This design comes from an exercise in tuning for small area, a short achievable clock period and few clock cycles per item on the open sky130 flow, not from production work.
Where RTL was checked, it was by simulation tests only, not by an equivalence proof against the original.
No driver is modelled on the clock port, so clock power and skew are understated where the tree is cut down; a real chip needs a root buffer or a tree.

## ntt_bfly
module ntt_bfly (
    input clk,
    input rst,
    input in_valid,
    input inv,
    input sub,
    input [16:0] a,
    input [16:0] b,
    input [16:0] tf,
    output out_valid,
    output [16:0] p
    );
Size: ~72 flip-flops, roughly 9600 µm² of cells after synthesis.
clock: 42.0 ns
lec_check: 0
cap_margin: 20
core_margin: 2
core_utilization: 40
gpl_timing_driven: 0
slew_margin: 20
synth_hierarchical: 1
run.sh (not shown) runs the stock make flow with config.mk's settings and CLKGATE_MAP_FILE= SYNTH_SCRIPT=/design/flow/synth_recipe.tcl, a recipe that flattens the netlist after the stock synthesis.
Change:
Settings changed: CTS_BUF_LIST set to sky130_fd_sc_hd__clkbuf_4 sky130_fd_sc_hd__clkbuf_8.
Result:
- The new run passed the timing, DRC and antenna checks
- global-route usage stays flat
- hold slack improved by 0.0076 ns
- register-to-register slack loses 0.04 ns
- cell area decreases by 0.94%
No run of this note included a check of the RTL's function; only the layout flow was run.

* * *

== oak ==
ntt_bfly, a different RTL version from the one above (not shown whole).
Size in the first run: roughly 950 cells after synthesis, ~72 flip-flops, roughly 74 I/O pins, about 0.0094 mm2 of cells after synthesis.
==> flow/config.mk <==
export PLATFORM = sky130hd
export DESIGN_NAME = ntt_bfly
export DESIGN_NICKNAME = ntt_bfly
export VERILOG_FILES = /design/flow/design.v
export SDC_FILE = /design/flow/constraint.sdc
export NUM_CORES = 4
export LEC_CHECK = 0
export CAP_MARGIN = 20
export CORE_MARGIN = 2
export CORE_UTILIZATION = 60
export GPL_TIMING_DRIVEN = 0
export SLEW_MARGIN = 20
export SYNTH_HIERARCHICAL = 1
==> flow/constraint.sdc <==
create_clock -name core_clock -period 42.0 [get_ports {clk}]
set_input_delay 8.4000 -clock core_clock [delete_from_list [all_inputs] [get_ports {clk}]]
set_output_delay 8.4000 -clock core_clock [all_outputs]
set_load 0.01 [all_outputs]
standard.sh (not shown) runs the stock make flow with config.mk's settings and CLKGATE_MAP_FILE= SYNTH_SCRIPT=/design/flow/synth_recipe.tcl, a recipe that flattens the netlist after the stock synthesis.
==> flow/flow/run.sh <==
#!/bin/bash
# Own flow: the standard layout (standard.sh: the standard synthesis and
# steps), except the cells that buffer_ports puts on the ports: buf_2 on each
# output (hook before global placement), buf_1 on each input.  Every port
# still gets a buffer of its own.
set -euo pipefail
here=$(pwd)
printf 'buffer_ports -outputs -buffer_cell sky130_fd_sc_hd__buf_2\n' > "$here/buffer_outputs.tcl"
export PRE_GLOBAL_PLACE_TCL="$here/buffer_outputs.tcl"
export BUFFER_PORTS_ARGS="-inputs -buffer_cell sky130_fd_sc_hd__buf_1"
bash standard.sh finish > standard_make.log 2>&1
The following lists how pine was set up differently from oak:
Settings: CORE_UTILIZATION changed from 60 to 40.
### Flow results
pine closes out successfully: all stages finished, all timing, DRC and antenna checks passed.
pine vs. oak: die area now larger, setup slack now larger, clock buffer instance count of the final layout now larger.
First-pass iteration count of the detailed router delta (oak -> pine): insignificant
Against oak, reg2reg setup slack in pine came out better.
~same first-pass GRT wire length in pine and oak
Going from oak to pine, routed wire length grows by 1100 um.
No functional check of the RTL was part of any run of this note.

* * *

Another version of the RTL of ntt_bfly (not shown whole).
For scale: about 74 I/O pins, roughly 9200 um2 of cells after synthesis.
## ntt_bfly
module ntt_bfly (
    input clk,
    input rst,
    input in_valid,
    input inv,
    input sub,
    input [16:0] a,
    input [16:0] b,
    input [16:0] tf,
    output out_valid,
    output [16:0] p
    );
    reg v0, v1;
    reg inv_q, sub_q;
    reg [16:0] a_q, b_q, tf_q, p_q;
    wire [16:0] p_d;
    always @(posedge clk) begin
        if (rst) begin
            v0 <= 1'b0;
            v1 <= 1'b0;
        end else begin
            v0 <= in_valid;
            v1 <= v0;
        end
        inv_q <= inv;
        sub_q <= sub;
        a_q <= a;
        b_q <= b;
        tf_q <= tf;
        p_q <= p_d;
    end
  ...
Settings: LEC_CHECK=0, CAP_MARGIN=20, CORE_MARGIN=2, CORE_UTILIZATION=40, GPL_TIMING_DRIVEN=0, PLACE_DENSITY=0.8, SLEW_MARGIN=20, SYNTH_HIERARCHICAL=1; clock period 42.0 ns.
==> flow/flow/run.sh <==
#!/bin/bash
# Own flow: the standard layout (standard.sh: the standard synthesis and
# steps), except:
#  - the cells that buffer_ports puts on the ports: buf_2 on each output
#    (hook before global placement), buf_1 on each input.  Every port still
#    gets a buffer of its own.
#  - clock tree synthesis without dummy load cells.
set -euo pipefail
here=$(pwd)
printf 'buffer_ports -outputs -buffer_cell sky130_fd_sc_hd__buf_2\n' > "$here/buffer_outputs.tcl"
export PRE_GLOBAL_PLACE_TCL="$here/buffer_outputs.tcl"
export BUFFER_PORTS_ARGS="-inputs -buffer_cell sky130_fd_sc_hd__buf_1"
export CTS_ARGS="-sink_clustering_enable -repair_clock_nets -dont_use_dummy_load -buf_list sky130_fd_sc_hd__clkbuf_8 -sink_clustering_size 24 -sink_clustering_max_diameter 200"
bash standard.sh finish > standard_make.log 2>&1
Change:
--- a/flow/config.mk
+++ b/flow/config.mk
@@ -8,7 +8,7 @@
 export CAP_MARGIN = 20
 export CORE_MARGIN = 2
-export CORE_UTILIZATION = 40
+export CORE_UTILIZATION = 65
 export GPL_TIMING_DRIVEN = 0
-export PLACE_DENSITY = 0.8
+export PLACE_DENSITY = 0.75
 export SLEW_MARGIN = 20
 export SYNTH_HIERARCHICAL = 1
- routed wire length goes down by a little under a tenth
- area after synthesis is unchanged
- register-to-register slack degrades by 0.02 ns
Change:
--- a/flow/config.mk
+++ b/flow/config.mk
@@ -8,7 +8,6 @@
 export CAP_MARGIN = 20
 export CORE_MARGIN = 2
-export CORE_UTILIZATION = 65
+export CORE_UTILIZATION = 40
 export GPL_TIMING_DRIVEN = 0
-export PLACE_DENSITY = 0.75
 export SLEW_MARGIN = 20
 export SYNTH_HIERARCHICAL = 1
Count of clock-buffer cells in the layout stays the same.
Flip-flop and latch count stays the same.
Setup slack is better by 0.0059 ns.
Register-to-register slack is better by 0.02 ns.
Non-clock buffer count went up by 1.
Function was not checked in any run of this note: the RTL went through the layout flow alone.

* * *

ntt_bfly, a different RTL version from the one above (not shown whole).
For scale: about 72 flip-flops, ~74 I/O pins.
Settings: LEC_CHECK=0, CAP_MARGIN=20, CORE_MARGIN=2, CORE_UTILIZATION=40, GPL_TIMING_DRIVEN=0, SLEW_MARGIN=20, SYNTH_HIERARCHICAL=1; clock period 42.0 ns.
==> flow/flow/run.sh <==
#!/bin/bash
# Own flow: the standard layout (standard.sh: the standard synthesis and
# steps), except:
#  - the cells that buffer_ports puts on the ports: buf_2 on each output
#    (hook before global placement), buf_1 on each input.  Every port still
#    gets a buffer of its own.
#  - the clock tree: in place of TritonCTS, ktree_cts.tcl has the clock port
#    feed four clock buffers, each driving a cluster of nearby flip-flops,
#    so every register sees the same single buffer level.
# Each tool's full output goes to a log file of its own here.
set -euo pipefail
here=$(pwd)
printf 'buffer_ports -outputs -buffer_cell sky130_fd_sc_hd__buf_2\n' > "$here/buffer_outputs.tcl"
export PRE_GLOBAL_PLACE_TCL="$here/buffer_outputs.tcl"
export BUFFER_PORTS_ARGS="-inputs -buffer_cell sky130_fd_sc_hd__buf_1"
bash standard.sh place > standard_place.log 2>&1
export ORFS_RESULTS="$here/orfs/results/sky130hd/ntt_bfly/base"
export KTREE_K=4
export KTREE_BUF=sky130_fd_sc_hd__clkbuf_16
openroad -no_init -exit "$here/flow/ktree_cts.tcl" > ktree_cts.log 2>&1
bash standard.sh finish > standard_finish.log 2>&1
==> flow/flow/ktree_cts.tcl <==
# Clock tree for this design in place of TritonCTS: the clock port feeds K
# clock buffers, each of which drives one cluster of flip-flops (k-means on
# their placed locations), so every register's clock passes exactly one
# buffer.  Reads the placed design and writes the CTS results that the
# standard flow's later steps read.
set results $::env(ORFS_RESULTS)
set K $::env(KTREE_K)
set master_name $::env(KTREE_BUF)

read_liberty $::env(FLOW_HOME)/platforms/sky130hd/lib/sky130_fd_sc_hd__tt_025C_1v80.lib
read_db $results/3_place.odb
read_sdc $results/3_place.sdc

set block [ord::get_db_block]
set db [ord::get_db]
set master [$db findMaster $master_name]
set clknet [$block findNet clk]
set its {}
set pts {}
foreach it [$clknet getITerms] {
  set bb [[$it getInst] getBBox]
  lappend its $it
  lappend pts [list [expr {([$bb xMin] + [$bb xMax]) / 2.0}] [expr {([$bb yMin] + [$bb yMax]) / 2.0}]]
}
set n [llength $pts]
puts "clock sinks: $n"

# k-means, seeded with sinks spread through the list
set cent {}
for {set k 0} {$k < $K} {incr k} { lappend cent [lindex $pts [expr {int(($k + 0.5) * $n / $K)}]] }
for {set iter 0} {$iter < 100} {incr iter} {
  set asg {}
  foreach p $pts {
    set best 0
    set bd 1e30
    for {set k 0} {$k < $K} {incr k} {
      set c [lindex $cent $k]
      set d [expr {pow([lindex $p 0] - [lindex $c 0], 2) + pow([lindex $p 1] - [lindex $c 1], 2)}]
      if {$d < $bd} { set bd $d; set best $k }
    }
    lappend asg $best
  }
  set ncent {}
  for {set k 0} {$k < $K} {incr k} {
    set sx 0.0; set sy 0.0; set m 0
    foreach p $pts a $asg {
      if {$a == $k} { set sx [expr {$sx + [lindex $p 0]}]; set sy [expr {$sy + [lindex $p 1]}]; incr m }
    }
    if {$m == 0} { lappend ncent [lindex $cent $k] } else { lappend ncent [list [expr {$sx / $m}] [expr {$sy / $m}]] }
  }
  set cent $ncent
}

for {set k 0} {$k < $K} {incr k} {
  set inst [odb::dbInst_create $block $master "clkbuf_leaf_$k"]
  set net [odb::dbNet_create $block "clknet_leaf_$k"]
  $net setSigType CLOCK
  [$inst findITerm A] connect $clknet
  [$inst findITerm X] connect $net
  set m 0
  foreach it $its a $asg {
    if {$a == $k} { $it disconnect; $it connect $net; incr m }
  }
  set c [lindex $cent $k]
  $inst setLocation [expr {int([lindex $c 0])}] [expr {int([lindex $c 1])}]
  $inst setPlacementStatus PLACED
  puts "clock buffer $k ($master_name): $m sinks"
}
$clknet setSigType CLOCK

detailed_placement
check_placement -verbose

source $::env(FLOW_HOME)/platforms/sky130hd/setRC.tcl
set_propagated_clock [all_clocks]
estimate_parasitics -placement
report_clock_latency
report_clock_skew
report_check_types -max_slew -max_capacitance -violators

write_db $results/4_1_cts.odb
file copy -force $results/4_1_cts.odb $results/4_cts.odb
file copy -force $results/3_place.sdc $results/4_cts.sdc
The first run went through all stages and came out clean.
Testbench counts at the start, summed over its fixed seeds: cycles 24,008, items 24,000.
Edit:
--- a/flow/flow/run.sh
+++ b/flow/flow/run.sh
@@ -17,5 +17,5 @@
 export ORFS_RESULTS="$here/orfs/results/sky130hd/ntt_bfly/base"
 export KTREE_K=4
-export KTREE_BUF=sky130_fd_sc_hd__clkbuf_16
+export KTREE_BUF=sky130_fd_sc_hd__clkbuf_8
 openroad -no_init -exit "$here/flow/ktree_cts.tcl" > ktree_cts.log 2>&1
 bash standard.sh finish > standard_finish.log 2>&1
Global-route usage is about the same.
Utilization fell by 0.20 points.
Routed wire length fell slightly.
Synthesized cell count does not change.
Via count fell slightly.
Final cell count is unchanged.
Maximum frequency fell slightly.
In every run of this note, the design's own scripts or RTL, not TritonCTS, make the clock network.

[afterwards: timing with drivers on the ports]
The flow's constraints put no driver on any port. The routed layouts listed below were extracted and timed again, unchanged, in two steps.
Step 1 (the two cells are an assumption about what drives the block):
set clk [get_ports {clk}]
set_driving_cell -lib_cell sky130_fd_sc_hd__clkbuf_16 $clk
set_driving_cell -lib_cell sky130_fd_sc_hd__buf_2 [delete_from_list [all_inputs] $clk]
Step 2 also shifts input and output timing later by t, the mid clock arrival at the registers, as if the neighbouring blocks saw the same clock.
a / b / c = no drivers / after step 1 / after step 2; a / b = the first two.
| run | t (ns) | setup slack, ns | slew at the worst register clock pin (ns) |
|---|---|---|---|
| the first run of note 1 | 0.393 | 32.407 / 32.361 / 32.754 | 0.07 / 0.07 |
| the second run of note 1 | 0.418 | 32.360 / 32.319 / 32.737 | 0.11 / 0.11 |
| oak | 0.393 | 32.765 / 32.765 / 32.765 | 0.07 / 0.07 |
| pine | 0.389 | 32.823 / 32.778 / 33.167 | 0.07 / 0.07 |
| the first run of note 3 | 0.399 | 32.803 / 32.764 / 32.869 | 0.09 / 0.09 |
| the second run of note 3 | 0.399 | 32.792 / 32.755 / 32.849 | 0.08 / 0.08 |
| the third run of note 3 | 0.401 | 32.797 / 32.755 / 32.871 | 0.09 / 0.09 |
| the first run of note 4 | 0.231 | 33.036 / 32.939 / 33.170 | 0.07 / 0.07 |
| the second run of note 4 | 0.234 | 33.007 / 32.924 / 33.159 | 0.11 / 0.11 |
After both steps every run listed still meets setup and hold.
